Background: an optimization exercise with open tools, aiming at small area and a short achievable clock period. Do not read the settings as production practice. At most, simulation tests tie the RTL to the original design; equivalence was not proved. No functional check of the RTL was part of runs 1 and 5. Power figures rest on the tool's default switching activity, not on a simulated workload.

File: flow/config.mk
export PLATFORM = sky130hd
export DESIGN_NAME = maxpool_new
export DESIGN_NICKNAME = maxpool_new
export VERILOG_FILES = /design/flow/design.v
export SDC_FILE = /design/flow/constraint.sdc
export NUM_CORES = 4
export LEC_CHECK = 0
export CAP_MARGIN = 50
export CORE_MARGIN = 2
export CORE_UTILIZATION = 40
export CTS_BUF_LIST = sky130_fd_sc_hd__clkbuf_8
export SLEW_MARGIN = 70
export SYNTH_HIERARCHICAL = 1
File: flow/constraint.sdc
create_clock -name core_clock -period 25.0 [get_ports {clk}]
set_input_delay 5.0000 -clock core_clock [delete_from_list [all_inputs] [get_ports {clk}]]
set_output_delay 5.0000 -clock core_clock [all_outputs]
set_load 0.01 [all_outputs]
File: flow/design.v
module maxpool_new(
	input [4:0] stride,
	input  maxpool_enable,
	output reg [18:0] address1 , write_address,
	output reg maxpool_done, patch_end,
	input clk ,
	input reset,
	input [9:0]  w1 ,h1,
	input [4:0] w2,h2,
	output reg [9:0] width,
	output [9:0] height
    );
reg [9:0] w1r;
reg [4:0] w2m1, h2m1, sr;
reg       s_h2;          
reg [4:0]  hi, vi;       
reg [9:0]  Hn;           
reg        fw;           
reg [18:0] W;            
reg [18:0] N;            
reg [9:0]  Vrem;         
reg [9:0]  q;            
reg [4:0]  r;            
reg        wvalid;       
assign height = maxpool_done ? q : 10'd0;
wire [18:0] a_step, w_sum, wa_n;
wire [4:0]  hi_n, vi_n, rs_n, rt_n;
wire [9:0]  hs_n, Vrem_n, q_n;
wire        done_n, pe_n, fw_n;
wire        c_run, c_a_step, c_a_w, c_a_N, c_vi, c_pend;
wire        c_hi, c_vi1, c_hs, c_qi, c_q0, c_rs, c_rt, c_rsr;
wire        c_qr, c_row, c_width, c_ncap;
maxpool_step st (
	.w1r(w1r), .w2m1(w2m1), .h2m1(h2m1), .sr(sr), .s_h2(s_h2),
	.address1(address1), .write_address(write_address), .maxpool_done(maxpool_done),
	.hi(hi), .vi(vi), .Hn(Hn), .fw(fw), .W(W), .Vrem(Vrem),
	.q(q), .r(r), .wvalid(wvalid),
	.a_step(a_step), .w_sum(w_sum), .wa_n(wa_n),
	.hi_n(hi_n), .vi_n(vi_n), .rs_n(rs_n), .rt_n(rt_n),
	.hs_n(hs_n), .Vrem_n(Vrem_n), .q_n(q_n),
	.done_n(done_n), .pe_n(pe_n), .fw_n(fw_n),
	.c_run(c_run), .c_a_step(c_a_step), .c_a_w(c_a_w), .c_a_N(c_a_N),
	.c_vi(c_vi), .c_pend(c_pend),
	.c_qr(c_qr), .c_row(c_row), .c_width(c_width), .c_ncap(c_ncap),
	.c_hi(c_hi), .c_vi1(c_vi1), .c_hs(c_hs), .c_qi(c_qi), .c_q0(c_q0),
	.c_rs(c_rs), .c_rt(c_rt), .c_rsr(c_rsr)
);
wire [18:0] a_d, wa_d, W_d, N_d;
wire [4:0]  hi_d, vi_d, r_d;
wire [9:0]  Hn_d, Vrem_d, q_d, width_d;
wire        done_d, pe_d, fw_d, wv_d;
maxpool_gate gt (
	.reset(reset), .en(maxpool_enable), .stride(stride), .sr(sr), .h1(h1),
	.address1(address1), .write_address(write_address), .maxpool_done(maxpool_done),
	.patch_end(patch_end), .hi(hi), .vi(vi), .Hn(Hn), .fw(fw), .W(W), .N(N),
	.Vrem(Vrem), .q(q), .r(r), .wvalid(wvalid), .width(width),
	.a_step(a_step), .w_sum(w_sum), .wa_n(wa_n),
	.hi_n(hi_n), .vi_n(vi_n), .rs_n(rs_n), .rt_n(rt_n),
	.hs_n(hs_n), .Vrem_n(Vrem_n), .q_n(q_n),
	.done_n(done_n), .pe_n(pe_n), .fw_n(fw_n),
	.c_run(c_run), .c_a_step(c_a_step), .c_a_w(c_a_w), .c_a_N(c_a_N),
	.c_vi(c_vi), .c_pend(c_pend),
	.c_qr(c_qr), .c_row(c_row), .c_width(c_width), .c_ncap(c_ncap),
	.c_hi(c_hi), .c_vi1(c_vi1), .c_hs(c_hs), .c_qi(c_qi), .c_q0(c_q0),
	.c_rs(c_rs), .c_rt(c_rt), .c_rsr(c_rsr),
	.a_d(a_d), .wa_d(wa_d), .W_d(W_d), .N_d(N_d),
	.hi_d(hi_d), .vi_d(vi_d), .r_d(r_d),
	.Hn_d(Hn_d), .Vrem_d(Vrem_d), .q_d(q_d), .width_d(width_d),
	.done_d(done_d), .pe_d(pe_d), .fw_d(fw_d), .wv_d(wv_d)
);
always @(posedge clk) begin
	w1r  <= w1;
	w2m1 <= w2 - 5'd1;
	h2m1 <= h2 - 5'd1;
	sr   <= stride;
	s_h2 <= (stride == h2);
	address1      <= a_d;
	write_address <= wa_d;
	maxpool_done  <= done_d;
	patch_end     <= pe_d;
	hi     <= hi_d;
	vi     <= vi_d;
	Hn     <= Hn_d;
	fw     <= fw_d;
	W      <= W_d;
	N      <= N_d;
	Vrem   <= Vrem_d;
	q      <= q_d;
	r      <= r_d;
	wvalid <= wv_d;
	width  <= width_d;
end
endmodule
module maxpool_step(
	input [9:0]  w1r,
	input [4:0]  w2m1, h2m1, sr,
	input        s_h2,
	input [18:0] address1, write_address,
	input        maxpool_done,
	input [4:0]  hi, vi,
	input [9:0]  Hn,
	input        fw,
	input [18:0] W,
	input [9:0]  Vrem,
	input [9:0]  q,
	input [4:0]  r,
	input        wvalid,
	output [18:0] a_step, w_sum, wa_n,
	output [4:0]  hi_n, vi_n, rs_n, rt_n,
	output [9:0]  hs_n, Vrem_n, q_n,
	output        done_n, pe_n, fw_n,
	output        c_run, c_a_step, c_a_w, c_a_N, c_vi, c_pend,
	output        c_qr, c_row, c_width, c_ncap,
	output        c_hi, c_vi1, c_hs, c_qi, c_q0, c_rs, c_rt, c_rsr
);
function [19:0] radd;
	input [18:0] x, y;
	input        ci;
	integer i;
	reg c;
	begin
		c = ci;
		for (i = 0; i < 19; i = i + 1) begin
			radd[i] = x[i] ^ y[i] ^ c;
			c = (x[i] & y[i]) | (c & (x[i] ^ y[i]));
		end
		radd[19] = c;
	end
endfunction
function [18:0] fadd;
	input [18:0] x;
	input [9:0]  y;
	reg [5:0] lo, m0, m1;
	reg [18:0] hi0, hi1;
	reg c10;
	begin
		lo  = radd({14'd0, x[4:0]}, {14'd0, y[4:0]}, 1'b0);
		m0  = radd({14'd0, x[9:5]}, {14'd0, y[9:5]}, 1'b0);
		m1  = radd({14'd0, x[9:5]}, {14'd0, y[9:5]}, 1'b1);
		hi0 = {10'd0, x[18:10]};
		hi1 = radd({10'd0, x[18:10]}, 19'd0, 1'b1);
		c10 = lo[5] ? m1[5] : m0[5];
		fadd = {c10 ? hi1[8:0] : hi0[8:0], lo[5] ? m1[4:0] : m0[4:0], lo[4:0]};
	end
endfunction
wire [9:0]  D1      = w1r - {5'd0, w2m1};          
wire        wrap    = (hi == w2m1);
wire        vlast   = (vi == h2m1);
wire        pend    = wrap & vlast;
wire [19:0] hd      = radd({9'd0, Hn}, {9'd0, ~D1}, 1'b1);
wire        lastwin = hd[10];                      
wire        rowend  = pend & lastwin;
wire [19:0] vi1w    = radd({14'd0, vi}, 19'd0, 1'b1);
wire [4:0]  vi1     = vi1w[4:0];
wire        ncap    = wrap & (vi1 == sr) & fw;
assign a_step = fadd(address1, wrap ? D1 : 10'd1);
wire [19:0] ws = radd(W, {14'd0, sr}, 1'b0);
assign w_sum  = ws[18:0];
assign c_run    = ~maxpool_done;
assign c_a_step = c_run & (~pend | rowend & ncap);
assign c_a_w    = c_run & pend & ~rowend;
assign c_a_N    = c_run & rowend & ~ncap;
assign c_vi     = c_run & wrap;
assign c_pend   = c_run & pend;
assign c_qr     = c_pend & (~wvalid | lastwin);
assign c_row    = c_run & rowend;
assign c_width  = c_row & ~wvalid;
assign c_ncap   = c_run & ncap;
wire [4:0]  dm1   = wvalid ? h2m1 : w2m1;
wire [19:0] rt    = radd({14'd0, r}, {14'd0, sr}, 1'b0);              
wire [19:0] rs    = radd({13'd0, rt[5:0]}, {13'd1, ~dm1}, 1'b0);      
wire        ge    = rs[6];
wire [19:0] qi    = radd({9'd0, q}, 19'd0, ge);
wire        first = rowend & ~wvalid;
wire [19:0] wa1   = radd(write_address, 19'd0, 1'b1);
wire [19:0] hi1   = radd({14'd0, hi}, 19'd0, 1'b1);
wire [19:0] hs    = radd({9'd0, Hn}, {14'd0, sr}, 1'b0);
wire [19:0] vs    = radd({9'd0, Vrem}, {9'd0, 5'h1f, ~sr}, 1'b1);
assign c_hi    = c_run & ~wrap;
assign c_vi1   = c_vi & ~vlast;
assign c_hs    = c_pend & ~lastwin;
assign c_qi    = c_qr & ~first;
assign c_q0    = c_qr & first & s_h2;
assign c_rs    = c_qi & ge;
assign c_rt    = c_qi & ~ge;
assign c_rsr   = c_qr & first & ~s_h2;
assign wa_n    = wa1[18:0];
assign hi_n    = hi1[4:0];
assign vi_n    = vi1;
assign hs_n    = hs[9:0];
assign fw_n    = lastwin;
assign Vrem_n  = vs[9:0];
assign q_n     = qi[9:0];
assign rs_n    = rs[4:0];
assign rt_n    = rt[4:0];
assign done_n  = rowend ? (Vrem == {5'd0, sr})
                        : (wrap & ~vlast & fw & ({5'd0, vi1} == Vrem));
assign pe_n    = c_pend;
endmodule
module maxpool_gate(
	input        reset, en,
	input [4:0]  stride, sr,
	input [9:0]  h1,
	input [18:0] address1, write_address,
	input        maxpool_done, patch_end,
	input [4:0]  hi, vi,
	input [9:0]  Hn,
	input        fw,
	input [18:0] W, N,
	input [9:0]  Vrem, q,
	input [4:0]  r,
	input        wvalid,
	input [9:0]  width,
	input [18:0] a_step, w_sum, wa_n,
	input [4:0]  hi_n, vi_n, rs_n, rt_n,
	input [9:0]  hs_n, Vrem_n, q_n,
	input        done_n, pe_n, fw_n,
	input        c_run, c_a_step, c_a_w, c_a_N, c_vi, c_pend,
	input        c_qr, c_row, c_width, c_ncap,
	input        c_hi, c_vi1, c_hs, c_qi, c_q0, c_rs, c_rt, c_rsr,
	output [18:0] a_d, wa_d, W_d, N_d,
	output [4:0]  hi_d, vi_d, r_d,
	output [9:0]  Hn_d, Vrem_d, q_d, width_d,
	output        done_d, pe_d, fw_d, wv_d
);
wire ne = ~reset & en;
wire nr = ~reset;
wire l_run    = ne & c_run,    k_run   = nr & ~(en & c_run);
wire l_a_step = ne & c_a_step;
wire l_a_w    = ne & c_a_w;
wire l_a_N    = ne & c_a_N;
wire l_pe     = ne,            k_pe    = nr & ~en;
wire l_vi     = ne & c_vi,     k_vi    = nr & ~(en & c_vi);
wire l_pend   = ne & c_pend,   k_pend  = nr & ~(en & c_pend);
wire l_qr     = ne & c_qr,     k_qr    = nr & ~(en & c_qr);
wire l_row    = ne & c_row,    k_row   = nr & ~(en & c_row);
wire l_width  = ne & c_width,  k_width = nr & ~(en & c_width);
wire l_ncap   = en & c_ncap,   k_ncap  = ~(en & c_ncap);
mp_sel3 #(19) s_a (.l0(l_a_step), .l1(l_a_w), .l2(l_a_N), .k(k_run),
	.n0(a_step), .n1(w_sum), .n2(N), .q(address1), .d(a_d));
wire l_W = reset | l_pend;
mp_sel #(19) s_W (.l(l_W), .k(k_pend), .n(a_d), .q(W), .d(W_d));
mp_sel #(19) s_N  (.l(l_ncap), .k(k_ncap), .n(a_step), .q(N), .d(N_d));
mp_sel #(19) s_wa (.l(l_pend), .k(k_pend), .n(wa_n), .q(write_address), .d(wa_d));
mp_sel #(1)  s_dn (.l(l_run), .k(k_run), .n(done_n), .q(maxpool_done), .d(done_d));
mp_sel #(5)  s_hi (.l(ne & c_hi), .k(k_run), .n(hi_n), .q(hi), .d(hi_d));
mp_sel #(1)  s_pe (.l(l_pe), .k(k_pe), .n(pe_n), .q(patch_end), .d(pe_d));
mp_sel #(5)  s_vi (.l(ne & c_vi1), .k(k_vi), .n(vi_n), .q(vi), .d(vi_d));
wire l_qi = ne & c_qi;
mp_sel #(9)  s_q  (.l(l_qi), .k(k_qr), .n(q_n[9:1]), .q(q[9:1]), .d(q_d[9:1]));
mp_sel2 #(1) s_q0 (.l0(l_qi), .l1(ne & c_q0), .k(k_qr), .n0(q_n[0]), .n1(1'b1), .q(q[0]), .d(q_d[0]));
mp_sel3 #(5) s_r  (.l0(ne & c_rs), .l1(ne & c_rt), .l2(ne & c_rsr), .k(k_qr),
	.n0(rs_n), .n1(rt_n), .n2(sr), .q(r), .d(r_d));
mp_sel #(10) s_wd (.l(l_width), .k(k_width), .n(q_n), .q(width), .d(width_d));
mp_sel #(1)  s_wv (.l(l_row), .k(k_row), .n(1'b1), .q(wvalid), .d(wv_d));
mp_sel2 #(10) s_Hn (.l0(ne & c_hs), .l1(reset | l_row), .k(k_pend),
	.n0(hs_n), .n1({5'd0, stride}), .q(Hn), .d(Hn_d));
mp_sel2 #(10) s_V  (.l0(l_row), .l1(reset), .k(k_row),
	.n0(Vrem_n), .n1(h1), .q(Vrem), .d(Vrem_d));
assign fw_d = reset | l_pend & fw_n | k_pend & fw;
endmodule
module mp_sel #(parameter W = 1) (
	input          l, k,
	input  [W-1:0] n, q,
	output [W-1:0] d
);
assign d = {W{l}} & n | {W{k}} & q;
endmodule
module mp_sel2 #(parameter W = 1) (
	input          l0, l1, k,
	input  [W-1:0] n0, n1, q,
	output [W-1:0] d
);
assign d = {W{l0}} & n0 | {W{l1}} & n1 | {W{k}} & q;
endmodule
module mp_sel3 #(parameter W = 1) (
	input          l0, l1, l2, k,
	input  [W-1:0] n0, n1, n2, q,
	output [W-1:0] d
);
assign d = {W{l0}} & n0 | {W{l1}} & n1 | {W{l2}} & n2 | {W{k}} & q;
endmodule
File: flow/flow/run.sh
#!/bin/bash
# Standard layout, with the port buffers made from buf_1 cells and timing
# repair asked to leave more setup slack than the clock period needs.
export BUFFER_PORTS_ARGS="-buffer_cell sky130_fd_sc_hd__buf_1"
export SETUP_SLACK_MARGIN=18
bash standard.sh > standard.log 2>&1
File: flow/standard.sh
#!/bin/bash
# synth_recipe.tcl (not shown) runs the flow's synth.tcl, then flattens the netlist and writes it again
# the make line also repeats each setting of config.mk as NAME=value (left out here)
make -C /OpenROAD-flow-scripts/flow DESIGN_CONFIG=/design/flow/config.mk WORK_HOME=/design/flow/orfs CLKGATE_MAP_FILE= SYNTH_SCRIPT=/design/flow/synth_recipe.tcl "${@:-finish}"
==> reports/qor.csv, run 1 <==
metric;value;unit
status;finished clean;
ant_nets;0;
antenna_found_initial;0;
yosysSeqAreaShare;38.1;%
wl;18.2;mm
grt_pass1_wl;29.6;mm
synth.avg_cell_area;10.8;µm²
h-tree-depth;4;
detail_route.wl_per_cell;15.7;µm
dp_cells;1130;
grt_pass1_vias;5620;
syn_area;8460;µm²
drv_slew;0;
cts_tree;done;
synth_top_family_by_area;adder cells;
synth_mux_area_share;1.05;%
dr.first_iter.drc_count;439;
critical_path_arrival;1.37;ns
grt_max_degree;42;
worstPathMaxFanout;19;
combPwrFrac;11.2;%
postSynthCellCount;785;
period_share;25.5;%
overflow;0;
synth_seq_cells;161;
worstSetupEndpointType;output pin;
synth_edf_count;0;
synth_area_leaders;dfxtp_1 (38%), ha_1 (13%), a22o_1 (9.2%);
rsz0062_at_grt;no;
min_period;6.37;ns
hpwl;13.3;mm
dieArea;22300;µm²
intPower;396;µW
synthFlopType;dfxtp_1;
clockBufferDepth;2;
cts_sinks;161;
die_y;149;µm
via_per_inst;5.06;
num_antenna_cells;0;
start_util;40.5;%
cts.reportedPaths.clkPinSlew;0.09;ns
fin_cells;1161;
dr_total_vias;5874;
gp_congestion;0.763;
async_flop_share;0;%
switchingPower;143;µW
swShare;26.6;%
start_kind;register;
synthTopCellsByCount;dfxtp_1 (161), inv_1 (98), a22o_1 (89), ha_1 (88), a22oi_1 (37);
ir_worst_vdd;30.6;µV
post_cts_buffers;0;
die_w;149;µm
drc_errors;0;
drive_above_1_share;9.93;%
critical_path_class;register to output pin;
max_freq;157;MHz
ys_types;53;
yosysTopAreaCell;dfxtp_1;
synth_xor_area_share;4.95;%
power_density;57.6;nW/µm²
critical_path_required;20.00;ns
nNetsFinal;1029;
syn_to_final_growth;10.7;%
yosysMostFrequentCell;dfxtp_1;
track_usage;16.9;%
synthSimpleGateAreaFrac;7.50;%
finalSetupViolCount;0;
port_buffers;97;
cts_buffers;17;
worst_clock_skew;0.0172;ns
p_leak;4.39;nW
hold_path_class;register to register;
clkLatencyLatePin;0.46;ns
drtPass1Iterations;6;
finalSetupTns;0;ns
clkPwrFrac;38.5;%
pwr-share-seq;50.3;%
drv_cap;0;
ctsResizeCount;0;
core;20900;µm²
final_core_util;44.8;%
rows;53;
hold_buffers;0;
hold_viol_final;0;
root_buffer;clkbuf_8;
synth_top_area_share;38.1;%
io_pins;98;
synth-compound-area-share;19.6;%
synth_warnings;8;
synth_adder_area_share;19.9;%
power by group through the flow:
stage / clock network, mW / logic (mW) / registers (mW)
final: 0.208 / 0.0603 / 0.272
after global routing: 0.225 / 0.0691 / 0.273
after CTS: 0.213 / 0.0599 / 0.272
after detailed placement: 0 / 0.0597 / 0.278
after global placement: 0 / 0.0565 / 0.278
after floorplan: 0 / 0.0446 / 0.275
sequential cells by signal, summed over array words and instances (netlist names):
signal / flops
address1: 19
wvalid: 1
write_address: 19
N: 19
s_h2: 1
w2m1: 5
h2m1: 5
r: 5
Hn: 10
q: 10
hi: 5
sr: 5
Vrem: 10
w1r: 10
maxpool_done: 1
patch_end: 1
fw: 1
vi: 5
width: 10
W: 19
cells in the final DEF, fill, tap and decap left out, types with 4 or more instances in the layout:
master,n
inv_1,98
a21oi_1,6
clkbuf_8,20
nand3_1,6
and2_1,21
dfxtp_1,156
conb_1,7
xnor2_1,20
inv_6,4
a22oi_2,11
a222oi_1,21
o21ai_0,9
nor2_1,16
fa_1,28
and2_2,4
a21oi_2,5
nor3_1,8
a22o_1,89
buf_1,95
mux2_2,7
ha_1,88
nand2_1,34
nand2b_1,4
dfxtp_2,5
a22oi_1,37
xor2_1,26
final timing paths:
check,start,end,slack (ns),cells past startpoint
worst max-delay path,maxpool_done,height[0],18.63,2
worst min-delay path,N[5],N[5],0.48,1
worst max register to register,w2m1[0],W[11],19.56,22
worst min register to register,N[5],N[5],0.48,1
worst max-delay path, stage by stage (launching register included):
cell and delay (ns):
dfxtp_2 0.54, and2_1 0.18, buf_1 0.20
Yosys stat by module, one instance, submodules excluded, a selection:
| module | times used | cells |
|---|---|---|
| maxpool_gate | 1 | 34 |
| maxpool_new | 1 | 196 |
| maxpool_step | 1 | 322 |
layout make-up:
class                      count  area [µm²]
clock buffer                  20         275
clock inverter                11         151
fill                        2012       11500
inverter                      98         370
multi-input combinational    494        4590
sequential                   161        3230
tap                          275         344
timing repair buffer         102         405
cell families after synthesis:
group | count (synthesis)
AO/OA/AOI/OAI | 196
XOR/XNOR | 47
adder cells (fa/ha/maj) | 117
buffers and inverters | 135
flip-flops | 161
multiplexers | 8
other | 2
AND/OR/NAND/NOR | 119
metal layers:
layer	track usage, %	wire (µm)	up-vias
met5	0	0	-
met4	6.19	335	0
met3	2.87	680	17
met2	25.6	8070	117
met1	24.1	9150	2767
li1	-	-	2973
metrics by stage:
stage	worst slack, ns	hold slack [ns]	area [µm²]	power [mW]
after floorplan	18.76	0.440	8480	0.320
after global placement	17.79	0.456	8840	0.334
after detailed placement	18.13	0.455	8910	0.338
after CTS	18.59	0.480	9340	0.545
after global routing	18.54	0.499	9370	0.567
final	18.63	0.479	9370	0.540
==> run 2: changes to the inputs <==
--- a/flow/design.v
+++ b/flow/design.v
@@ -23,4 +23,5 @@
 reg [4:0]  r;            
 reg        wvalid;       
+reg        done_i;       
 assign height = maxpool_done ? q : 10'd0;
 wire [18:0] a_step, w_sum, wa_n;
@@ -33,5 +34,5 @@
 maxpool_step st (
 	.w1r(w1r), .w2m1(w2m1), .h2m1(h2m1), .sr(sr), .s_h2(s_h2),
-	.address1(address1), .write_address(write_address), .maxpool_done(maxpool_done),
+	.address1(address1), .write_address(write_address), .maxpool_done(done_i),
 	.hi(hi), .vi(vi), .Hn(Hn), .fw(fw), .W(W), .Vrem(Vrem),
 	.q(q), .r(r), .wvalid(wvalid),
@@ -49,9 +50,9 @@
 wire [4:0]  hi_d, vi_d, r_d;
 wire [9:0]  Hn_d, Vrem_d, q_d, width_d;
-wire        done_d, pe_d, fw_d, wv_d;
+wire        done_d, done_i_d, pe_d, fw_d, wv_d;
 maxpool_gate gt (
 	.reset(reset), .en(maxpool_enable), .stride(stride), .sr(sr), .h1(h1),
 	.address1(address1), .write_address(write_address), .maxpool_done(maxpool_done),
-	.patch_end(patch_end), .hi(hi), .vi(vi), .Hn(Hn), .fw(fw), .W(W), .N(N),
+	.done_i(done_i), .patch_end(patch_end), .hi(hi), .vi(vi), .Hn(Hn), .fw(fw), .W(W), .N(N),
 	.Vrem(Vrem), .q(q), .r(r), .wvalid(wvalid), .width(width),
 	.a_step(a_step), .w_sum(w_sum), .wa_n(wa_n),
@@ -67,5 +68,5 @@
 	.hi_d(hi_d), .vi_d(vi_d), .r_d(r_d),
 	.Hn_d(Hn_d), .Vrem_d(Vrem_d), .q_d(q_d), .width_d(width_d),
-	.done_d(done_d), .pe_d(pe_d), .fw_d(fw_d), .wv_d(wv_d)
+	.done_d(done_d), .done_i_d(done_i_d), .pe_d(pe_d), .fw_d(fw_d), .wv_d(wv_d)
 );
 always @(posedge clk) begin
@@ -78,4 +79,5 @@
 	write_address <= wa_d;
 	maxpool_done  <= done_d;
+	done_i        <= done_i_d;
 	patch_end     <= pe_d;
 	hi     <= hi_d;
@@ -194,5 +196,5 @@
 assign rs_n    = rs[4:0];
 assign rt_n    = rt[4:0];
-assign done_n  = rowend ? (Vrem == {5'd0, sr})
+assign done_n  = rowend ? (vs[9:0] == 10'd0)                     
                         : (wrap & ~vlast & fw & ({5'd0, vi1} == Vrem));
 assign pe_n    = c_pend;
@@ -203,5 +205,5 @@
 	input [9:0]  h1,
 	input [18:0] address1, write_address,
-	input        maxpool_done, patch_end,
+	input        maxpool_done, done_i, patch_end,
 	input [4:0]  hi, vi,
 	input [9:0]  Hn,
@@ -222,5 +224,5 @@
 	output [4:0]  hi_d, vi_d, r_d,
 	output [9:0]  Hn_d, Vrem_d, q_d, width_d,
-	output        done_d, pe_d, fw_d, wv_d
+	output        done_d, done_i_d, pe_d, fw_d, wv_d
 );
 wire ne = ~reset & en;
@@ -244,4 +246,5 @@
 mp_sel #(19) s_wa (.l(l_pend), .k(k_pend), .n(wa_n), .q(write_address), .d(wa_d));
 mp_sel #(1)  s_dn (.l(l_run), .k(k_run), .n(done_n), .q(maxpool_done), .d(done_d));
+mp_sel #(1)  s_di (.l(l_run), .k(k_run), .n(done_n), .q(done_i), .d(done_i_d));
 mp_sel #(5)  s_hi (.l(ne & c_hi), .k(k_run), .n(hi_n), .q(hi), .d(hi_d));
 mp_sel #(1)  s_pe (.l(l_pe), .k(k_pe), .n(pe_n), .q(patch_end), .d(pe_d));
@@ -249,11 +252,12 @@
 wire l_qi = ne & c_qi;
 mp_sel #(9)  s_q  (.l(l_qi), .k(k_qr), .n(q_n[9:1]), .q(q[9:1]), .d(q_d[9:1]));
-mp_sel2 #(1) s_q0 (.l0(l_qi), .l1(ne & c_q0), .k(k_qr), .n0(q_n[0]), .n1(1'b1), .q(q[0]), .d(q_d[0]));
+assign q_d[0] = l_qi & q_n[0] | ne & c_q0 | k_qr & q[0];
 mp_sel3 #(5) s_r  (.l0(ne & c_rs), .l1(ne & c_rt), .l2(ne & c_rsr), .k(k_qr),
 	.n0(rs_n), .n1(rt_n), .n2(sr), .q(r), .d(r_d));
 mp_sel #(10) s_wd (.l(l_width), .k(k_width), .n(q_n), .q(width), .d(width_d));
-mp_sel #(1)  s_wv (.l(l_row), .k(k_row), .n(1'b1), .q(wvalid), .d(wv_d));
-mp_sel2 #(10) s_Hn (.l0(ne & c_hs), .l1(reset | l_row), .k(k_pend),
-	.n0(hs_n), .n1({5'd0, stride}), .q(Hn), .d(Hn_d));
+assign wv_d = l_row | k_row & wvalid;
+mp_sel2 #(5) s_Hn (.l0(ne & c_hs), .l1(reset | l_row), .k(k_pend),
+	.n0(hs_n[4:0]), .n1(stride), .q(Hn[4:0]), .d(Hn_d[4:0]));
+mp_sel #(5)  s_Hh (.l(ne & c_hs), .k(k_pend), .n(hs_n[9:5]), .q(Hn[9:5]), .d(Hn_d[9:5]));
 mp_sel2 #(10) s_V  (.l0(l_row), .l1(reset), .k(k_row),
 	.n0(Vrem_n), .n1(h1), .q(Vrem), .d(Vrem_d));
==> run 2 against run 1 <==
  * Sequential share of layout area rose by 0.48 points
  * Hold slack got worse by 0.0037 ns
  * Clock-buffer cell count fell by 2
  * Global-route usage rose by 0.098 points
  * Non-clock buffer count rose by 1
  * Via count fell by 0.24%
  * Critical path type unchanged
  * Die area fell by 0.89%
  * Sequential power barely moved
  * Power fell by 1.3%
  * Still clean
  * Utilization rose by 0.66 points
  * Cell area fell by 0.75%
  * Fmax rose by 2.1%
==> reports/qor.csv, run 2 <==
metric;value;unit;change
synth-compound-area-share;20.1;%;was 19.6%
drv_cap;0;;unchanged
clockBufferDepth;2;;unchanged
p_leak;4.35;nW;was 4.39 nW
multi_input_comb_area;4540;µm²;was 4590 µm²
mostFrequentLayoutCells;dfxtp_1 (157), buf_1 (96), a22o_1 (95);;was dfxtp_1 (156), inv_1 (98), buf_1 (95)
num_antenna_cells;0;;unchanged
slew_headroom;73.1;%;
synth_top_family_by_area;compound AO/OA/AOI/OAI gates;;was adder cells
rrSetupSlack;19.60;ns;was 19.56 ns
critical_path_required;20.00;ns;about the same
synthTopCellsByCount;dfxtp_1 (162), a22o_1 (95), inv_1 (91), ha_1 (84), a22oi_1 (37);;was dfxtp_1 (161), inv_1 (98), a22o_1 (89), ha_1 (88), a22oi_1 (37)
yosysMostFrequentCell;dfxtp_1;;unchanged
final_common_cell;dfxtp_1;;unchanged
drtPass1Iterations;6;;unchanged
die_w;149;µm;about the same
n_fill_cell;2006;;was 2,012
drive_above_1_share;9.82;%;was 9.93%
period_share;25.0;%;was 25.5%
worstSetupEndpointType;output pin;;unchanged
use_met1;23.9;%;was 24.1%
synth_area_leaders;dfxtp_1 (39%), ha_1 (13%), a22o_1 (9.9%);;was dfxtp_1 (38%), ha_1 (13%), a22o_1 (9.2%)
ctsResizeCount;0;;unchanged
ys_types;51;;was 53
detail_route.wl_per_cell;15.8;µm;was 15.7 µm
port_buffers;97;;unchanged
start_kind;register;;unchanged
synth_warnings;8;;unchanged
yosysSeqAreaShare;38.7;%;was 38.1%
root_buffer;clkbuf_8;;unchanged
wl;18.1;mm;was 18.2 mm
hpwl;13.2;mm;was 13.3 mm
nNetsFinal;1015;;was 1,029
die_y;149;µm;about the same
grt_pass1_vias;5867;;was 5,620
synth_xor_area_share;4.91;%;was 4.95%
finalSetupViolCount;0;;unchanged
drv_slew;0;;unchanged
overflow;0;;unchanged
final_core_util;45.5;%;was 44.8%
h-tree-depth;4;;unchanged
dieArea;22100;µm²;was 22,300 µm²
synth_mux_area_share;1.18;%;was 1.05%
ir_worst_vdd;31.9;µV;was 30.6 µV
via_per_inst;5.11;;was 5.06
grtUsageMet3;3.49;%;was 2.87%
grtUsageMet2;26.2;%;was 25.6%
yosysTopAreaCell;dfxtp_1;;unchanged
synth_edf_count;0;;unchanged
dr_total_vias;5860;;was 5,874
async_flop_share;0;%;unchanged
synth_top_area_share;38.7;%;was 38.1%
hold_viol_final;0;;unchanged
gp_congestion;0.786;;was 0.763
ant_nets;0;;unchanged
min_period;6.24;ns;was 6.37 ns
critical_path_arrival;1.24;ns;was 1.37 ns
clkLatencyLatePin;0.47;ns;was 0.46 ns
post_cts_buffers;0;;unchanged
synth_seq_cells;162;;was 161
dr.first_iter.drc_count;387;;was 439
synth_adder_area_share;19.5;%;was 19.9%
cts_buffers;17;;unchanged
hold_buffers;0;;unchanged
power_density;57.3;nW/µm²;was 57.6 nW/µm²
max_freq;160;MHz;was 157 MHz
syn_to_final_growth;10.9;%;was 10.7%
finalSetupTns;0;ns;unchanged
antenna_found_initial;0;;unchanged
synthFlopType;dfxtp_1;;unchanged
seq_area;3250;µm²;was 3230 µm²
synth.avg_cell_area;10.8;µm²;about the same
grt_max_degree;27;;was 42
start_util;41.0;%;was 40.5%
critical_path_class;register to output pin;;unchanged
worstPathMaxFanout;12;;was 19
status;finished clean;;unchanged
cts.reportedPaths.clkPinSlew;0.09;ns;about the same
io_pins;98;;unchanged
hold_path_class;register to register;;unchanged
core;20400;µm²;was 20,900 µm²
syn_area;8380;µm²;was 8460 µm²
grt_pass1_wl;29.8;mm;was 29.6 mm
rsz0062_at_grt;no;;unchanged
postSynthCellCount;776;;was 785
drc_errors;0;;unchanged
cts_tree;done;;unchanged
track_usage;17.0;%;was 16.9%
worst_clock_skew;0.0157;ns;was 0.0172 ns
busiest_layer;met2;;unchanged
worst_pin_slew;0.403;ns;
synthSimpleGateAreaFrac;7.49;%;was 7.50%
rows;52;;was 53
cts_sinks;162;;was 161
-- run 2: cell count changes after synthesis, moves of 3 or more --
cell      delta
inv_1        -7
a21o_1       +6
a222oi_1     -6
a22o_1       +6
ha_1         -4
buf_6        -3
-- run 2: critical path: stages (launching register included) --
cell     delay (ns)
dfxtp_2        0.46
and2_1         0.17
buf_1          0.15
-- run 2: path summary, 6_finish.rpt --
path,start,end,cells past startpoint
worst max register to register,w2m1[0],W[15],21
worst min-delay path,Vrem[6],Vrem[6],2
worst max-delay path,maxpool_done,height[7],2
worst min register to register,Vrem[6],Vrem[6],2
-- run 2: modules after synthesis, one instance, submodules excluded, excerpt --
| module | flops+latches | copies in the design | cell area (µm²) | cells |
|---|---|---|---|---|
| maxpool_new | 162 | 1 | 3490 | 197 |
| maxpool_step | 0 | 1 | 2830 | 321 |
| maxpool_gate | 0 | 1 | 231 | 35 |
-- run 2: final cells by class --
cell class              instances  area share, %
clock buffers                  18           2.67
clock inverters                13           1.87
inverters                      91           3.72
multi-input cells             489           48.8
flip-flops and latches        162           35.0
well taps                     270           3.63
repair buffers                103           4.36
-- run 2: power breakdown --
part	internal (mW)	switching (mW)
sequential	0.265	0.00683
clock	0.103	0.104
combinational	0.0227	0.0321
-- run 2: kinds of logic (layout without fill, tap and decap cells) --
family,Yosys count,in the layout
XOR/XNOR,47,47
AND/OR/NAND/NOR,118,118
flip-flops,162,162
adder cells (fa/ha/maj),113,113
AO/OA/AOI/OAI,202,202
buffers and inverters,125,225
multiplexers,9,9
-- run 2: per-layer routing --
metal | vias to the layer above | wire length [µm]
met4 | 0 | 297
li1 | 2950 | -
met1 | 2773 | 8980
met5 | - | 0
met2 | 117 | 7970
met3 | 20 | 804
-- run 2: through the flow --
stage / area [µm²] / std cells / setup WS [ns] / power (mW) / hold slack (ns)
2_1_floorplan: 8380 / 776 / 18.75 / 0.317 / 0.433
3_3_place_gp: 8770 / 1112 / 17.66 / 0.330 / 0.455
3_5_place_dp: 8840 / 1115 / 18.26 / 0.332 / 0.452
4_1_cts: 9270 / 1146 / 18.56 / 0.539 / 0.478
5_1_grt: 9300 / 1146 / 18.64 / 0.558 / 0.499
6_report: 9300 / 1146 / 18.76 / 0.533 / 0.475
==> run 3: changes to the inputs <==
==> flow/flow/run.sh (replaced) <==
#!/bin/bash
# Standard layout, with the port buffers made from buf_1 cells and timing
# repair (gate upsizing and pin swaps only) asked to leave more setup slack
# than the clock period needs.
export BUFFER_PORTS_ARGS="-buffer_cell sky130_fd_sc_hd__buf_1"
export SETUP_SLACK_MARGIN=18.9
export SETUP_MOVE_SEQUENCE="sizeup,swap"
export SKIP_GATE_CLONING=1
bash standard.sh > standard.log 2>&1
==> run 3 against run 2 <==
  * Sequential power about the same
  * Clock power about the same
  * Synthesized area unchanged
  * Global-route usage down 0.12 points
  * Sequential cell count unchanged
  * Power about the same
  * Cell area up 1.5%
  * Utilization up 0.70 points
  * Hold slack better by 0.0053 ns
  * Register-to-register slack worse by 0.07 ns
  * Critical path type unchanged
  * Critical endpoint is now height[0]
==> reports/qor.csv, run 3 <==
metric;value;unit;change
status;finished clean;;unchanged
wl;18.1;mm;about the same
rows;52;;unchanged
synth_top_area_share;38.7;%;unchanged
period_share;24.6;%;was 25.0%
p_leak;4.42;nW;was 4.35 nW
slew_headroom;71.6;%;was 73.1%
clockBufferDepth;2;;unchanged
critical_path_required;20.00;ns;about the same
place_ws;18.33;ns;was 18.26 ns
hold_viol_final;0;;unchanged
die_y;149;µm;unchanged
async_flop_share;0;%;unchanged
worst_clock_skew;0.0144;ns;was 0.0157 ns
dr_total_vias;5894;;was 5,860
yosysSeqAreaShare;38.7;%;unchanged
nNetsFinal;1014;;was 1,015
yosysTopAreaCell;dfxtp_1;;unchanged
dieArea;22100;µm²;unchanged
start_kind;register;;unchanged
drtPass1Iterations;7;;was 6
whs;0.480;ns;was 0.475 ns
synthFlopType;dfxtp_1;;unchanged
via_per_inst;5.15;;was 5.11
max_freq;163;MHz;was 160 MHz
finalSetupTns;0;ns;unchanged
dr.first_iter.drc_count;345;;was 387
hold_path_class;register to register;;unchanged
rrSetupSlack;19.53;ns;was 19.60 ns
drive_above_1_share;14.1;%;was 9.82%
hpwl;13.4;mm;was 13.2 mm
finalSetupViolCount;0;;unchanged
cts_buffers;17;;unchanged
synth_area_leaders;dfxtp_1 (39%), ha_1 (13%), a22o_1 (9.9%);;unchanged
worstSetupPathDepth;2;;unchanged
cts_tree;done;;unchanged
worstPathCellList;and2_4, buf_6;;was and2_1, buf_1
num_antenna_cells;0;;unchanged
min_period;6.14;ns;was 6.24 ns
post_cts_buffers;0;;unchanged
cts.reportedPaths.clkPinSlew;0.08;ns;was 0.09 ns
r2r_cells;21;;unchanged
cpPeakStageDelay;0.43;ns;was 0.46 ns
final_common_cell;dfxtp_1;;unchanged
core;20400;µm²;unchanged
cp.buffers_inverters;1;;unchanged
n_fill_cell;1932;;was 2,006
syn_to_final_growth;12.6;%;was 10.9%
critPathTopFamily;flip-flops;;unchanged
h-tree-depth;4;;unchanged
antenna_found_initial;0;;unchanged
synth_seq_cells;162;;unchanged
syn_area;8380;µm²;unchanged
synthTopCellsByCount;dfxtp_1 (162), a22o_1 (95), inv_1 (91), ha_1 (84), a22oi_1 (37);;unchanged
drc_errors;0;;unchanged
root_buffer;clkbuf_8;;unchanged
grt_max_degree;30;;was 27
critPathSlowestCell;dfxtp_4;;was dfxtp_2
power_density;56.5;nW/µm²;was 57.3 nW/µm²
grt_pass1_wl;29.8;mm;about the same
critical_path_class;register to output pin;;unchanged
clkLatencyLatePin;0.45;ns;was 0.47 ns
overflow;0;;unchanged
seq_area;3260;µm²;was 3250 µm²
worstSetupEndpointType;output pin;;unchanged
multi_input_comb_area;4600;µm²;was 4540 µm²
port_buffers;97;;unchanged
layout_setup_ws;18.86;ns;was 18.76 ns
critical_path_arrival;1.14;ns;was 1.24 ns
rsz0062_at_grt;yes;;was no
yosysMostFrequentCell;dfxtp_1;;unchanged
postSynthCellCount;776;;unchanged
holdPathStages;2;;unchanged
mostFrequentLayoutCells;dfxtp_1 (149), a22o_1 (95), inv_1 (89);;was dfxtp_1 (157), buf_1 (96), a22o_1 (95)
final_core_util;46.2;%;was 45.5%
gp_congestion;0.766;;was 0.786
die_w;149;µm;unchanged
drv_cap;0;;unchanged
start_util;41.0;%;unchanged
detail_route.wl_per_cell;15.8;µm;about the same
synth_warnings;8;;unchanged
worst_pin_slew;0.426;ns;was 0.403 ns
synth_edf_count;0;;unchanged
grt_pass1_vias;5781;;was 5,867
ys_types;51;;unchanged
worstPathMaxFanout;12;;unchanged
ir_worst_vdd;29.2;µV;was 31.9 µV
track_usage;16.9;%;was 17.0%
power;533;µW;about the same
ant_nets;0;;unchanged
io_pins;98;;unchanged
synth.avg_cell_area;10.8;µm²;unchanged
cts_sinks;162;;unchanged
drv_slew;0;;unchanged
-- run 3: cell counts after synthesis --
No cell type changed its count.
-- run 3: layer usage --
metal | vias to the layer above | global-route usage (%) | part of all wire (%)
met5 | - | 0 | 0
met4 | 0 | 5.05 | 1.4
met3 | 19 | 3.03 | 4.0
met2 | 120 | 26.9 | 46
met1 | 2799 | 23.4 | 48
li1 | 2956 | - | -
-- run 3: final cells by class --
| type | count | area share (%) |
|---|---|---|
| inverters | 91 | 3.65 |
| clock buffers | 18 | 2.62 |
| repair buffers | 102 | 5.00 |
| clock inverters | 13 | 1.86 |
| well taps | 270 | 3.58 |
| multi-input cells | 489 | 48.7 |
| flip-flops and latches | 162 | 34.6 |
-- run 3: logic make-up (layout without fill, tap and decap cells) --
family / count (synthesis) / count (layout) / share of synthesized area (%)
DFF: 162 / 162 / 38.7
AOI/OAI and AO/OA: 202 / 202 / 20.1
buffers and inverters: 125 / 224 / 8.19
adders and majority gates: 113 / 113 / 19.5
and+or+nand+nor: 118 / 118 / 7.49
muxes: 9 / 9 / 1.18
xor gates and xnor gates: 47 / 47 / 4.91
-- run 3: path summary, 6_finish.rpt --
path / startpoint / to
setup / recovery: maxpool_done / height[0]
setup reg to reg: w2m1[0] / W[11]
hold / removal: Vrem[6] / Vrem[6]
hold reg to reg: Vrem[6] / Vrem[6]
-- run 3: per-module statistics from Yosys (local to each module, per instance), a selection --
module,area [µm²],copies in the design
maxpool_step,2830,1
maxpool_new,3490,1
maxpool_gate,231,1
-- run 3: worst reg2reg max path, delay by kind of cell (launching register included) --
kind            cells  cell delay (ns)
mux                 2             0.51
buf+inv             5             0.32
simple gates        2             0.22
fa+ha+maj          10             3.50
compound gates      2             0.41
flops               1             0.40
-- run 3: power breakdown --
group / leakage, nW / total [mW] / switching [mW] / internal (mW)
clock: 0.206 / 0.206 / 0.103 / 0.103
sequential: 1.33 / 0.271 / 0.00675 / 0.265
combinational: 2.89 / 0.0557 / 0.0327 / 0.0230
total: 4.42 / 0.533 / 0.142 / 0.391
-- run 3: per-stage QoR --
step,std cells,instance area (µm²)
2_1_floorplan,776,8460
3_3_place_gp,1112,8820
3_5_place_dp,1114,8890
4_1_cts,1145,9380
5_1_grt,1145,9440
6_report,1145,9440
-- run 3: timing repair --
action,4_1_cts,5_1_grt
pin swaps,4,8
hold endpoints to repair,0,0
cloned,0,0
setup endpoints to repair,41,57
hold buffers,0,0
gates resized for setup,23,23
==> run 4: changes to the inputs <==
--- a/flow/flow/run.sh
+++ b/flow/flow/run.sh
@@ -4,5 +4,5 @@
 # than the clock period needs.
 export BUFFER_PORTS_ARGS="-buffer_cell sky130_fd_sc_hd__buf_1"
-export SETUP_SLACK_MARGIN=18.9
+export SETUP_SLACK_MARGIN=18.95
 export SETUP_MOVE_SEQUENCE="sizeup,swap"
 export SKIP_GATE_CLONING=1
==> run 4 against run 3 <==
  * Combinational power hardly changed
  * Global-route usage rose by 0.13 points
  * Non-clock buffer count increased by 1
  * Final cell count rose by 0.17%
  * Clock-buffer cell count stayed put
  * Synthesized cell count unchanged
==> reports/qor.csv, run 4 <==
metric;value;unit;change
nNetsFinal;1015;;was 1,014
r2r_end;W[12];;was W[11]
drv_slew;0;;unchanged
hold_path_class;register to register;;unchanged
finalSetupTns;0;ns;unchanged
postSynthCellCount;776;;unchanged
period_share;24.6;%;about the same
cts.reportedPaths.clkPinSlew;0.09;ns;was 0.08 ns
drv_cap;0;;unchanged
grt_max_degree;49;;was 30
power;510;µW;was 533 µW
synth_top_area_share;38.7;%;unchanged
cts_buffers;17;;unchanged
hold_start;N[1];;was Vrem[6]
pwr-share-seq;53.2;%;was 50.9%
clockBufferDepth;2;;unchanged
clkLatencyLatePin;0.47;ns;was 0.45 ns
rsz0062_at_grt;yes;;unchanged
power_density;53.9;nW/µm²;was 56.5 nW/µm²
drive_above_1_share;20.4;%;was 14.1%
synth_seq_cells;162;;unchanged
n_fill_cell;2026;;was 1,932
final_common_cell;dfxtp_1;;unchanged
h-tree-depth;4;;unchanged
detail_route.wl_per_cell;15.7;µm;was 15.8 µm
async_flop_share;0;%;unchanged
status;finished clean;;unchanged
combPwrFrac;10.9;%;was 10.4%
hpwl;13.3;mm;was 13.4 mm
yosysTopAreaCell;dfxtp_1;;unchanged
synth_edf_count;0;;unchanged
start_util;41.0;%;unchanged
worst_clock_skew;0.0180;ns;was 0.0144 ns
slew_headroom;73.6;%;was 71.6%
critical_path_arrival;1.15;ns;was 1.14 ns
seq_area;3290;µm²;was 3260 µm²
p_leak;4.56;nW;was 4.42 nW
io_pins;98;;unchanged
yosysSeqAreaShare;38.7;%;unchanged
track_usage;17.0;%;was 16.9%
fin_cells;1147;;was 1,145
worst_pin_slew;0.395;ns;was 0.426 ns
dieArea;22100;µm²;unchanged
drc_errors;0;;unchanged
grt_pass1_vias;5802;;was 5,781
cts_tree;done;;unchanged
swShare;29.0;%;was 26.7%
worstSetupEndpointType;output pin;;unchanged
place_ws;18.36;ns;was 18.33 ns
yosysMostFrequentCell;dfxtp_1;;unchanged
finalSetupViolCount;0;;unchanged
grt_pass1_wl;29.9;mm;was 29.8 mm
critical_path_required;20.00;ns;about the same
synthFlopType;dfxtp_1;;unchanged
hold_buffers;0;;unchanged
rows;52;;unchanged
synth_area_leaders;dfxtp_1 (39%), ha_1 (13%), a22o_1 (9.9%);;unchanged
intPower;362;µW;was 391 µW
die_y;149;µm;unchanged
port_buffers;97;;unchanged
switchingPower;148;µW;was 142 µW
holdPathStages;1;;was 2
dp_cells;1115;;was 1,114
core;20400;µm²;unchanged
ir_worst_vdd;30.3;µV;was 29.2 µV
layout_setup_ws;18.85;ns;was 18.86 ns
ant_nets;0;;unchanged
num_antenna_cells;0;;unchanged
multi_input_comb_area;4600;µm²;about the same
clkPwrFrac;35.9;%;was 38.6%
hold_viol_final;0;;unchanged
synthTopCellsByCount;dfxtp_1 (162), a22o_1 (95), inv_1 (91), ha_1 (84), a22oi_1 (37);;unchanged
overflow;0;;unchanged
synth_warnings;8;;unchanged
die_w;149;µm;unchanged
root_buffer;clkbuf_8;;unchanged
critical_path_class;register to output pin;;unchanged
min_period;6.15;ns;was 6.14 ns
r2r-start;w2m1[0];;unchanged
gp_congestion;0.763;;was 0.766
via_per_inst;5.13;;was 5.15
max_freq;163;MHz;about the same
antenna_found_initial;0;;unchanged
cts_sinks;162;;unchanged
rrSetupSlack;19.56;ns;was 19.53 ns
worstHoldEndpoint;N[1];;was Vrem[6]
synth.avg_cell_area;10.8;µm²;unchanged
worstPathMaxFanout;12;;unchanged
ys_types;51;;unchanged
syn_to_final_growth;12.9;%;was 12.6%
syn_area;8380;µm²;unchanged
mostFrequentLayoutCells;dfxtp_1 (130), a22o_1 (95), inv_1 (91);;was dfxtp_1 (149), a22o_1 (95), inv_1 (89)
dr_total_vias;5887;;was 5,894
start_kind;register;;unchanged
dr.first_iter.drc_count;400;;was 345
r2r_cells;21;;unchanged
wl;18.0;mm;was 18.1 mm
drtPass1Iterations;6;;was 7
## run 4: routing by layer
layer	track usage, %	vias to the layer above	share of wire [%]
met5	0	-	0
li1	-	2959	-
met4	4.48	0	1.1
met3	3.82	14	4.5
met2	27.2	130	46
met1	23.3	2784	49
## run 4: how the worst max path moves through the flow
stage,start,endpoint,slack [ns],depth (start not counted)
finish,maxpool_done,height[0],18.85,2
global route,maxpool_done,height[8],18.78,2
CTS,maxpool_done,height[0],18.80,2
detailed placement,reset,Hn[3],18.36,7
global placement,maxpool_enable,N[13],18.02,4
floorplan,reset,W[10],18.79,9
## run 4: repair_timing
action / in CTS / in global routing
pin swaps: 4 / 5
setup buffers: 0 / 0
endpoints found under the setup margin: 39 / 64
gates resized for setup: 53 / 45
## run 4: kinds of logic (layout without fill, tap and decap cells)
kind of cell / Yosys count / after routing / synth area share [%]
multiplexers: 9 / 9 / 1.18
XOR/XNOR: 47 / 47 / 4.91
AND/OR/NAND/NOR: 118 / 118 / 7.49
adder cells (fa/ha/maj): 113 / 113 / 19.5
AO/OA/AOI/OAI: 202 / 202 / 20.1
buffers and inverters: 125 / 226 / 8.19
flip-flops: 162 / 162 / 38.7
## run 4: Yosys stat by module (local to each module, per instance), a selection
module,area (µm²),times used
maxpool_step,2830,1
maxpool_gate,231,1
maxpool_new,3490,1
## run 4: critical path, cell delays in order, from the launching register on
cell,delay [ns]
dfxtp_4,0.43
and2_4,0.17
buf_6,0.09
## run 4: cell type report
class,instances,area share (%)
clock buffers,18,2.62
repair buffers,103,5.50
inverters,91,3.61
multi-input cells,489,48.6
flip-flops and latches,162,34.8
well taps,270,3.57
clock inverters,14,1.34
## run 4: through the flow
stage / hold slack, ns / utilization (%) / instance area (µm²)
after detailed placement: 0.451 / 43.6 / 8900
final: 0.475 / 46.3 / 9460
after floorplan: 0.433 / - / 8460
after CTS: 0.480 / 45.9 / 9370
after global routing: 0.501 / 46.3 / 9460
after global placement: 0.451 / 43.2 / 8820
## run 4: power groups by stage
stage / logic (mW) / clock network [mW] / registers (mW)
6_report: 0.0557 / 0.183 / 0.271
3_3_place_gp: 0.0533 / 0 / 0.277
3_5_place_dp: 0.0553 / 0 / 0.277
4_1_cts: 0.0557 / 0.190 / 0.271
2_1_floorplan: 0.0418 / 0 / 0.276
5_1_grt: 0.0643 / 0.201 / 0.272
==> run 5: changes to the inputs <==
--- a/flow/design.v
+++ b/flow/design.v
@@ -24,5 +24,6 @@
 reg        wvalid;       
 reg        done_i;       
-assign height = maxpool_done ? q : 10'd0;
+reg        done_h;       
+assign height = {done_h ? q[9:5] : 5'd0, maxpool_done ? q[4:0] : 5'd0};
 wire [18:0] a_step, w_sum, wa_n;
 wire [4:0]  hi_n, vi_n, rs_n, rt_n;
@@ -50,9 +51,9 @@
 wire [4:0]  hi_d, vi_d, r_d;
 wire [9:0]  Hn_d, Vrem_d, q_d, width_d;
-wire        done_d, done_i_d, pe_d, fw_d, wv_d;
+wire        done_d, done_i_d, done_h_d, pe_d, fw_d, wv_d;
 maxpool_gate gt (
 	.reset(reset), .en(maxpool_enable), .stride(stride), .sr(sr), .h1(h1),
 	.address1(address1), .write_address(write_address), .maxpool_done(maxpool_done),
-	.done_i(done_i), .patch_end(patch_end), .hi(hi), .vi(vi), .Hn(Hn), .fw(fw), .W(W), .N(N),
+	.done_i(done_i), .done_h(done_h), .patch_end(patch_end), .hi(hi), .vi(vi), .Hn(Hn), .fw(fw), .W(W), .N(N),
 	.Vrem(Vrem), .q(q), .r(r), .wvalid(wvalid), .width(width),
 	.a_step(a_step), .w_sum(w_sum), .wa_n(wa_n),
@@ -68,5 +69,5 @@
 	.hi_d(hi_d), .vi_d(vi_d), .r_d(r_d),
 	.Hn_d(Hn_d), .Vrem_d(Vrem_d), .q_d(q_d), .width_d(width_d),
-	.done_d(done_d), .done_i_d(done_i_d), .pe_d(pe_d), .fw_d(fw_d), .wv_d(wv_d)
+	.done_d(done_d), .done_i_d(done_i_d), .done_h_d(done_h_d), .pe_d(pe_d), .fw_d(fw_d), .wv_d(wv_d)
 );
 always @(posedge clk) begin
@@ -80,4 +81,5 @@
 	maxpool_done  <= done_d;
 	done_i        <= done_i_d;
+	done_h        <= done_h_d;
 	patch_end     <= pe_d;
 	hi     <= hi_d;
@@ -205,5 +207,5 @@
 	input [9:0]  h1,
 	input [18:0] address1, write_address,
-	input        maxpool_done, done_i, patch_end,
+	input        maxpool_done, done_i, done_h, patch_end,
 	input [4:0]  hi, vi,
 	input [9:0]  Hn,
@@ -224,5 +226,5 @@
 	output [4:0]  hi_d, vi_d, r_d,
 	output [9:0]  Hn_d, Vrem_d, q_d, width_d,
-	output        done_d, done_i_d, pe_d, fw_d, wv_d
+	output        done_d, done_i_d, done_h_d, pe_d, fw_d, wv_d
 );
 wire ne = ~reset & en;
@@ -247,4 +249,5 @@
 mp_sel #(1)  s_dn (.l(l_run), .k(k_run), .n(done_n), .q(maxpool_done), .d(done_d));
 mp_sel #(1)  s_di (.l(l_run), .k(k_run), .n(done_n), .q(done_i), .d(done_i_d));
+mp_sel #(1)  s_dh (.l(l_run), .k(k_run), .n(done_n), .q(done_h), .d(done_h_d));
 mp_sel #(5)  s_hi (.l(ne & c_hi), .k(k_run), .n(hi_n), .q(hi), .d(hi_d));
 mp_sel #(1)  s_pe (.l(l_pe), .k(k_pe), .n(pe_n), .q(patch_end), .d(pe_d));
--- a/flow/flow/run.sh
+++ b/flow/flow/run.sh
@@ -4,5 +4,5 @@
 # than the clock period needs.
 export BUFFER_PORTS_ARGS="-buffer_cell sky130_fd_sc_hd__buf_1"
-export SETUP_SLACK_MARGIN=18.95
+export SETUP_SLACK_MARGIN=18.9
 export SETUP_MOVE_SEQUENCE="sizeup,swap"
 export SKIP_GATE_CLONING=1
==> run 5 against run 4 <==
  * Wire length rose by 2.2%
  * Clock skew fell by 0.0073 ns
  * Synthesized cell count fell by 0.13%
  * Non-clock buffer count fell by 2
  * Sequential power barely moved
  * Largest cell class unchanged
  * Setup slack improved by 0.045 ns
  * Critical path type is now input port to register
  * Hold slack improved by 0.0055 ns
  * Die area rose by 0.55%
  * Combinational power rose by 2%
  * Cell area rose by 1.1%
  * Utilization fell by 0.39 points
==> reports/qor.csv, run 5 <==
metric;value;unit;change
status;finished clean;;unchanged
synthFlopType;dfxtp_1;;unchanged
h-tree-depth;4;;unchanged
ant_nets;0;;unchanged
period_share;24.4;%;was 24.6%
synth_warnings;8;;unchanged
track_usage;17.3;%;was 17.0%
critical_path_required;25.35;ns;was 20.00 ns
final_common_cell;dfxtp_1;;unchanged
power;542;µW;was 510 µW
dieArea;22300;µm²;was 22,100 µm²
critical_path_class;input port to register;;was register to output pin
die_w;149;µm;about the same
synthTopCellsByCount;dfxtp_1 (163), a22o_1 (96), inv_1 (89), ha_1 (84), a22oi_1 (37);;was dfxtp_1 (162), a22o_1 (95), inv_1 (91), ha_1 (84), a22oi_1 (37)
ir_worst_vdd;32.2;µV;was 30.3 µV
worstPathMaxFanout;37;;was 12
layout_setup_ws;18.89;ns;was 18.85 ns
yosysTopAreaCell;dfxtp_1;;unchanged
die_y;149;µm;about the same
dr_total_vias;5923;;was 5,887
io_pins;98;;unchanged
overflow;0;;unchanged
hold_path_class;register to register;;unchanged
mostFrequentLayoutCells;dfxtp_1 (149), a22o_1 (96), inv_1 (88);;was dfxtp_1 (130), a22o_1 (95), inv_1 (91)
clockBufferDepth;2;;unchanged
wl;18.4;mm;was 18.0 mm
grt_pass1_wl;30.3;mm;was 29.9 mm
nNetsFinal;1012;;was 1,015
hold_buffers;0;;unchanged
cts_buffers;17;;unchanged
finalSetupViolCount;0;;unchanged
rsz0062_at_grt;yes;;unchanged
n_fill_cell;2021;;was 2,026
cts.reportedPaths.clkPinSlew;0.09;ns;about the same
final_core_util;45.9;%;was 46.3%
cts_tree;done;;unchanged
grt_max_degree;38;;was 49
worstSetupEndpointType;register;;was output pin
yosysMostFrequentCell;dfxtp_1;;unchanged
start_kind;input port;;was register
synth.avg_cell_area;10.9;µm²;was 10.8 µm²
min_period;6.11;ns;was 6.15 ns
synth_top_area_share;38.7;%;about the same
antenna_found_initial;0;;unchanged
postSynthCellCount;775;;was 776
post_cts_buffers;0;;unchanged
max_freq;164;MHz;was 163 MHz
cpPeakStageDelay;0.31;ns;was 0.43 ns
synth_area_leaders;dfxtp_1 (39%), ha_1 (12%), a22o_1 (10%);;was dfxtp_1 (39%), ha_1 (13%), a22o_1 (9.9%)
power_density;56.7;nW/µm²;was 53.9 nW/µm²
detail_route.wl_per_cell;16.0;µm;was 15.7 µm
drc_errors;0;;unchanged
start_util;40.5;%;was 41.0%
drv_slew;0;;unchanged
clkLatencyLatePin;0.46;ns;was 0.47 ns
dr.first_iter.drc_count;438;;was 400
yosysSeqAreaShare;38.7;%;about the same
rows;53;;was 52
hold_viol_final;0;;unchanged
syn_area;8430;µm²;was 8380 µm²
drv_cap;0;;unchanged
syn_to_final_growth;13.4;%;was 12.9%
gp_congestion;0.781;;was 0.763
cpMostUsedCell;buf_12;;
drtPass1Iterations;5;;was 6
finalSetupTns;0;ns;unchanged
p_leak;4.45;nW;was 4.56 nW
drive_above_1_share;14.9;%;was 20.4%
num_antenna_cells;0;;unchanged
grt_pass1_vias;5869;;was 5,802
worst_clock_skew;0.0108;ns;was 0.0180 ns
via_per_inst;5.15;;was 5.13
worst_pin_slew;0.409;ns;was 0.395 ns
cts_sinks;163;;was 162
slew_headroom;72.7;%;was 73.6%
synth_seq_cells;163;;was 162
core;20800;µm²;was 20,400 µm²
ys_types;56;;was 51
worstPathCellList;buf_8, buf_12, a21o_4, clkinvlp_4, buf_12, a222oi_1, inv_1;;was and2_4, buf_6
place_ws;18.05;ns;was 18.36 ns
root_buffer;clkbuf_8;;unchanged
critical_path_arrival;6.46;ns;was 1.15 ns
port_buffers;97;;unchanged
synth_edf_count;0;;unchanged
hpwl;13.7;mm;was 13.3 mm
critPathSlowestCell;a222oi_1;;was dfxtp_4
async_flop_share;0;%;unchanged
-- run 5: cell types whose count changed after synthesis, moves of 2 or more --
| cell | change |
|---|---|
| inv_1 | -2 |
| nand2_1 | -2 |
| nor3_1 | -2 |
| o21ai_0 | +2 |
-- run 5: logic make-up (layout without fill, tap and decap cells) --
group | after synthesis | count (layout) | share of synthesized area [%]
buffers and inverters | 124 | 223 | 8.10
adders and majority gates | 113 | 113 | 19.4
DFF | 163 | 163 | 38.7
and+or+nand+nor | 120 | 120 | 7.87
xor gates and xnor gates | 47 | 47 | 5.05
muxes | 9 | 9 | 1.17
AOI/OAI and AO/OA | 199 | 199 | 19.8
-- run 5: cell type report --
| class | instances | area, µm² | share of cell area [%] |
|---|---|---|---|
| Multi-Input combinational cell | 488 | 4630 | 48.4 |
| Sequential cell | 163 | 3290 | 34.4 |
| Timing Repair Buffer | 101 | 519 | 5.43 |
| Tap cell | 275 | 344 | 3.60 |
| Inverter | 90 | 342 | 3.57 |
| Clock buffer | 19 | 262 | 2.73 |
| Clock inverter | 13 | 181 | 1.90 |
-- run 5: critical path: cells and delay by family --
kind | cells | cell delay [ns]
compound gates | 2 | 0.58
buf+inv | 5 | 0.85
-- run 5: power by group --
part	total [mW]	leakage (nW)	internal [mW]	switching [mW]
clock	0.213	0.228	0.114	0.0984
combinational	0.0568	2.88	0.0235	0.0333
sequential	0.273	1.34	0.266	0.00703
-- run 5: timing repair --
action	in CTS	in global routing
endpoints found under the setup margin	49	46
gates resized for setup	35	23
pin swaps	3	3
gates cloned	0	0
-- run 5: worst paths after layout --
kind / slack [ns] / cells after the start / end / from
setup / recovery: 18.89 / 7 / Hn[3] / reset
hold / removal: 0.48 / 1 / N[4] / N[4]
setup reg to reg: 19.50 / 21 / W[16] / w2m1[0]
hold reg to reg: 0.48 / 1 / N[4] / N[4]
-- run 5: through the flow --
stage	cells	hold slack (ns)	cell area, µm²
floorplan	775	0.433	8510
global placement	1116	0.452	8880
detailed placement	1117	0.454	8940
CTS	1149	0.480	9490
global route	1149	0.497	9560
finish	1149	0.480	9560
-- run 5: metal layers --
layer / GRT usage, % / routed length, µm / vias up / share of wire [%]
met5: 0 / 0 / - / 0
met4: 4.76 / 216 / 0 / 1.2
met3: 3.67 / 653 / 16 / 3.5
met2: 27.6 / 8710 / 114 / 47
met1: 23.7 / 8840 / 2838 / 48
li1: - / - / 2955 / -
-- run 5: per-module statistics from Yosys (local to each module, per instance), excerpt --
| module | times used | area (µm²) | flip-flops and latches | cells inside |
|---|---|---|---|---|
| maxpool_step | 1 | 2840 | 0 | 318 |
| maxpool_new | 1 | 3510 | 163 | 198 |
| maxpool_gate | 1 | 231 | 0 | 35 |

port drivers added, routing unchanged:
The results above use ideal ports. As a check the final layouts listed here were re-extracted and re-timed, cells and wires unchanged. Step 1 assumes that a clkbuf_16 drives the clock port and a buf_2 every other input. Step 2 also shifts input and output timing later by t, the mid clock arrival at the registers, as if the neighbouring blocks saw the same clock. a / b / c = no drivers / after step 1 / after step 2; a / b = the first two.
run	t (ns)	slack for setup (ns)	clock arrival spread, ns	worst slew at a driven data input, ns
run 1	0.494	18.630 / 18.585 / 18.377	0.017 / 0.018	0.04
run 2	0.498	18.761 / 18.721 / 18.295	0.016 / 0.016	0.04
run 3	0.488	18.861 / 18.819 / 18.519	0.014 / 0.015	0.05
run 4	0.498	18.848 / 18.810 / 18.540	0.019 / 0.018	0.04
run 5	0.495	18.893 / 18.863 / 18.388	0.011 / 0.011	0.05
After both steps every run listed still meets setup and hold. For run 5, which loses most, drivers alone change the setup slack by -0.030 ns; drivers and shift together by -0.505 ns.
